Background: an optimization exercise with open tools, aiming at small area. Do not read the settings as production practice. Only simulation tests tie the RTL to the original design; equivalence was not proved. The clock port is modelled as an ideal driver, which makes a skipped or thinned clock tree look cheaper than it is; a real chip needs a root buffer or a tree. Power figures rest on the tool's default switching activity, not on a simulated workload.

Design uart_rx, start of the top module:
module uart_rx
  #(parameter CLKS_PER_BIT = 104)
  (
   input             i_Clock,
   input             i_Rst,
   input             i_Rx_Serial,
   output reg [15:0] o_Rx_Byte,
   output reg        square_wave,
   output reg        pin1,
   output reg        pin2
   );
Settings: LEC_CHECK=0, CAP_MARGIN=20, CORE_MARGIN=2, CORE_UTILIZATION=40, SLEW_MARGIN=20; clock period 100.0 ns.
run.sh (not shown) runs the stock make flow with config.mk's settings and CLKGATE_MAP_FILE= SYNTH_SCRIPT=/design/flow/synth_recipe.tcl, a recipe that flattens the netlist after the stock synthesis.
Rerun with:
ABC_AREA = 1   (was unset)
CORE_UTILIZATION = 60   (was 40)
CTS_BUF_LIST = sky130_fd_sc_hd__clkbuf_2 sky130_fd_sc_hd__clkbuf_4 sky130_fd_sc_hd__clkbuf_8   (was unset)
The changed run ran to the end with no violations.
Sequential power is higher by about 2%.
Worst setup slack loses 0.079 ns.
Core utilization rose by 21 points.
Synthesized cell count climbs by 36%.
Global-route usage goes up by 9.2 points.

========
== run A ==
uart_rx, a different RTL version from the one above (not shown whole).
For scale: roughly 130 flip-flops, ~5100 um2 of cells after synthesis.
==> flow/config.mk <==
export PLATFORM = sky130hd
export DESIGN_NAME = uart_rx
export DESIGN_NICKNAME = uart_rx
export VERILOG_FILES = /design/flow/design.v
export SDC_FILE = /design/flow/constraint.sdc
export NUM_CORES = 4
export LEC_CHECK = 0
export CAP_MARGIN = 0
export CORE_MARGIN = 2
export CORE_UTILIZATION = 65
export GPL_TIMING_DRIVEN = 0
export SLEW_MARGIN = 0
==> flow/constraint.sdc <==
create_clock -name core_clock -period 100.0 [get_ports {i_Clock}]
set_input_delay 20.0000 -clock core_clock [delete_from_list [all_inputs] [get_ports {i_Clock}]]
set_output_delay 20.0000 -clock core_clock [all_outputs]
set_load 0.01 [all_outputs]
standard.sh (not shown) runs the stock make flow with config.mk's settings and CLKGATE_MAP_FILE= SYNTH_SCRIPT=/design/flow/synth_recipe.tcl, a recipe that flattens the netlist after the stock synthesis.
==> flow/flow/run.sh <==
#!/bin/bash
set -euo pipefail
here=$(pwd)

python3 "$here/flow/make_synth.py" "$here" "$FLOW_HOME"
sed -e 's#SYNTH_SCRIPT=[^ ]*#SYNTH_SCRIPT='"$here"'/synth_recipe_multi.tcl ADDER_MAP_FILE=#' \
  "$here/standard.sh" > "$here/standard_custom.sh"
grep -q "synth_recipe_multi.tcl ADDER_MAP_FILE=" "$here/standard_custom.sh"

export PRE_CTS_TCL=$here/flow/cts_hook.tcl
export MCTS_NBUF=6
export MCTS_BCELL=sky130_fd_sc_hd__inv_8
export MCTS_RCELL=sky130_fd_sc_hd__inv_12
export BUFFER_PORTS_ARGS="-buffer_cell sky130_fd_sc_hd__buf_1"
bash "$here/standard_custom.sh" > "$here/flow_make.log" 2>&1
==> flow/flow/cts_hook.tcl <==
# Manual clock tree: the clock port drives one root cell (a buffer or an
# inverter), which drives nbuf leaf cells of the same kind (or the registers
# directly when nbuf is 0); the registers are split among the leaves by their
# angle around the registers' centroid, and each leaf sits at the centroid of
# its registers.
# output pin of a buffer (X) or inverter (Y)
proc mcts_out {inst} {
  set it [$inst findITerm X]
  if {$it eq "NULL" || $it eq ""} { set it [$inst findITerm Y] }
  return $it
}

proc manual_cts {nbuf bcell {rcell sky130_fd_sc_hd__clkbuf_16}} {
  set block [ord::get_db_block]
  set port_net [$block findNet i_Clock]
  set sinks {}
  foreach it [$port_net getITerms] {
    if {[$it isInputSignal]} { lappend sinks $it }
  }
  set master [[ord::get_db] findMaster $rcell]
  set root [odb::dbInst_create $block $master clkroot]
  set rnet [odb::dbNet_create $block clknet_root]
  $rnet setSigType CLOCK
  [$root findITerm A] connect $port_net
  [mcts_out $root] connect $rnet
  # centroid of sinks
  set n [llength $sinks]
  set sx 0; set sy 0
  foreach it $sinks {
    set b [[$it getInst] getBBox]
    set sx [expr {$sx + ([$b xMin] + [$b xMax]) / 2}]
    set sy [expr {$sy + ([$b yMin] + [$b yMax]) / 2}]
  }
  set cx [expr {$sx / $n}]; set cy [expr {$sy / $n}]
  $root setLocation $cx $cy
  $root setPlacementStatus PLACED
  if {$nbuf == 0} {
    foreach it $sinks { $it disconnect; $it connect $rnet }
    return
  }
  # split sinks into nbuf groups by angle around the centroid
  set lst {}
  foreach it $sinks {
    set b [[$it getInst] getBBox]
    set x [expr {([$b xMin] + [$b xMax]) / 2 - $cx}]
    set y [expr {([$b yMin] + [$b yMax]) / 2 - $cy}]
    lappend lst [list [expr {atan2($y, $x)}] $it $x $y]
  }
  set lst [lsort -real -index 0 $lst]
  set bm [[ord::get_db] findMaster $bcell]
  for {set k 0} {$k < $nbuf} {incr k} {
    set lo [expr {$k * $n / $nbuf}]; set hi [expr {($k + 1) * $n / $nbuf}]
    set buf [odb::dbInst_create $block $bm clkleaf_$k]
    set net [odb::dbNet_create $block clknet_leaf_$k]
    $net setSigType CLOCK
    [$buf findITerm A] connect $rnet
    [mcts_out $buf] connect $net
    set gx 0; set gy 0
    for {set i $lo} {$i < $hi} {incr i} {
      set e [lindex $lst $i]
      set it [lindex $e 1]
      $it disconnect; $it connect $net
      set gx [expr {$gx + [lindex $e 2]}]; set gy [expr {$gy + [lindex $e 3]}]
    }
    set m [expr {$hi - $lo}]
    $buf setLocation [expr {int($cx + $gx / $m)}] [expr {int($cy + $gy / $m)}]
    $buf setPlacementStatus PLACED
  }
}

# ORFS's cts.tcl calls clock_tree_synthesis after this hook; build the tree
# by hand instead (one root buffer, a few leaf buffers).
rename clock_tree_synthesis tritoncts_unused
proc clock_tree_synthesis {args} {
  manual_cts $::env(MCTS_NBUF) $::env(MCTS_BCELL) $::env(MCTS_RCELL)
}
Other scripts of this flow, unchanged in this note and not shown: flow/flow/abc_a.script, flow/flow/abc_b.script, flow/flow/abc_c.script, flow/flow/abc_d.script, flow/flow/abc_e.script, flow/flow/abc_f.script, flow/flow/abc_g.script, flow/flow/abc_h.script, flow/flow/abc_i.script, flow/flow/abc_j.script, flow/flow/make_synth.py
diff inputs: run A => run B
diff --git a/flow/config.mk b/flow/config.mk
--- a/flow/config.mk
+++ b/flow/config.mk
@@ -10 +10 @@
-export CORE_UTILIZATION = 65
+export CORE_UTILIZATION = 40
[summary]
Run B: PASS, flow complete, no timing, DRC or antenna violations
The flow did not stop early for run A: all stages ran, and the layout cleared the timing, DRC and antenna checks.
Power in run B is about 0.6% above run A.
On global routing met2 resource utilization, the lower figure sits with run B, not run A.
Achievable clock frequency (run B vs. run A) increases slightly
Diff run A..run B | complex-gate fraction of the synthesized area | unchanged
Compare run A and run B | worst hold slack higher: run B
On cell count: between run A and run B, it ends up lower for run A.
Compared to run A, run B was floorplanned on a bigger die.
Changes observed in run B relative to run A: final design area excluding fillers saw an increase; met1 track demand over resource in global routing saw a decrease; part of the Yosys area used for sequential elements neither gained nor lost much.
### run B -> run C
diff --git a/flow/flow/run.sh b/flow/flow/run.sh
--- a/flow/flow/run.sh
+++ b/flow/flow/run.sh
@@ -11 +11 @@
-export MCTS_NBUF=6
+export MCTS_NBUF=8
@@ -13 +13 @@
-export MCTS_RCELL=sky130_fd_sc_hd__inv_12
+export MCTS_RCELL=sky130_fd_sc_hd__inv_16
diff --git a/flow/flow/cts_hook.tcl b/flow/flow/cts_hook.tcl
--- a/flow/flow/cts_hook.tcl
+++ b/flow/flow/cts_hook.tcl
@@ -1,5 +1,3 @@
-# Manual clock tree: the clock port drives one root cell (a buffer or an
-# inverter), which drives nbuf leaf cells of the same kind (or the registers
-# directly when nbuf is 0); the registers are split among the leaves by their
-# angle around the registers' centroid, and each leaf sits at the centroid of
-# its registers.
+# Manual clock buffering: the clock port drives one root buffer, which drives
+# nbuf leaf buffers (or the registers directly when nbuf is 0); registers are
+# split among the leaves by position.
diff --git a/flow/config.mk b/flow/config.mk
--- a/flow/config.mk
+++ b/flow/config.mk
@@ -8 +8 @@
-export CAP_MARGIN = 0
+export CAP_MARGIN = 20
@@ -12 +12 @@
-export SLEW_MARGIN = 0
+export SLEW_MARGIN = 20
==> comparison <==
Run C: cell area higher than run B. Share of the final layout cell area in multi-input gates: run C < run B. The maximum frequency was comparable across run B and run C. Between run C and run B, the combinational gate power figures differ only marginally. Clock network fraction of design power in run C is 2.0 points higher than in run B. Of run B and run C, the higher layout overhead on the synthesized area belongs to run C. Run B and run C ended up with nearly the same area occupied by multi-input gates. Re setup slack: run B and run C aren't equal, and the lower value belongs to run C. The critical path required time of run C is lower than that of run B. The global router's overall resource usage of run C exceeds that of run B by 0.35 points.
[inputs] run D vs run C
diff --git a/flow/flow/run.sh b/flow/flow/run.sh
--- a/flow/flow/run.sh
+++ b/flow/flow/run.sh
@@ -11 +11 @@
-export MCTS_NBUF=8
+export MCTS_NBUF=5
@@ -13 +13 @@
-export MCTS_RCELL=sky130_fd_sc_hd__inv_16
+export MCTS_RCELL=sky130_fd_sc_hd__inv_12
diff --git a/flow/flow/cts_hook.tcl b/flow/flow/cts_hook.tcl
--- a/flow/flow/cts_hook.tcl
+++ b/flow/flow/cts_hook.tcl
@@ -1,3 +1,5 @@
-# Manual clock buffering: the clock port drives one root buffer, which drives
-# nbuf leaf buffers (or the registers directly when nbuf is 0); registers are
-# split among the leaves by position.
+# Manual clock tree: the clock port drives one root cell (a buffer or an
+# inverter), which drives nbuf leaf cells of the same kind (or the registers
+# directly when nbuf is 0); the registers are split among the leaves by their
+# angle around the registers' centroid, and each leaf sits at the centroid of
+# its registers.
diff --git a/flow/config.mk b/flow/config.mk
--- a/flow/config.mk
+++ b/flow/config.mk
@@ -8 +8 @@
-export CAP_MARGIN = 20
+export CAP_MARGIN = 0
@@ -10 +10 @@
-export CORE_UTILIZATION = 40
+export CORE_UTILIZATION = 65
@@ -12 +12 @@
-export SLEW_MARGIN = 20
+export SLEW_MARGIN = 0
## What came out
Run D reached the end of the flow, and the finished layout is clean on the timing, DRC and antenna checks.
Run D reports a higher met1 track utilization from global routing than run C does.
Least setup slack across all paths after layout, run C and run D: smaller value in run D
Going from run C to run D, clock power share moved down; routed wirelength normalized by instance count now larger.
The fmax reported for run D is smaller than that of run C by 0.00064 GHz.
From run C to run D the numbers moved as follows: register-to-register setup slack decreased by 430 ps relative to the old numbers; fraction of synthesized area in multiplexers saw little to no change; maximum ir drop on the vdd rail rose by 3.1 uV; wire length of the first global-routing pass shows a reduction of 9.6%.
No run of this note takes its clock network from TritonCTS; it comes from the design's own scripts or RTL.

-- port drivers added, routing unchanged --
No port has a modelled driver above. Below, the same layouts with a new extraction and two added sets of constraints. Step 1, drivers: a clkbuf_16 drives i_Clock and a buf_2 each remaining input, both assumed. Step 2, shift: input delay + t, output delay - t, t = (earliest + latest rising clock arrival at the registers) / 2. This alone moves slack from input paths to output paths. a / b / c = ideal / step 1 / step 2; a / b = the first two.
run | t, ns | slack for setup (ns) | worst register clock-pin slew, ns
the first run of note 1 | 0.464 | 78.537 / 78.496 / 78.127 | 0.06 / 0.06
the second run of note 1 | 0.483 | 78.458 / 78.422 / 78.016 | 0.09 / 0.09
run A | 0.222 | 78.231 / 78.268 / 78.046 | 0.11 / 0.11
run B | 0.228 | 78.539 / 78.577 / 78.348 | 0.11 / 0.11
run C | 0.228 | 78.520 / 78.567 / 78.339 | 0.08 / 0.08
run D | 0.224 | 78.220 / 78.257 / 78.033 | 0.12 / 0.12
After both steps every run listed still meets setup and hold. For the second run of note 1, which loses most, drivers alone change the setup slack by -0.036 ns; drivers and shift together by -0.442 ns.
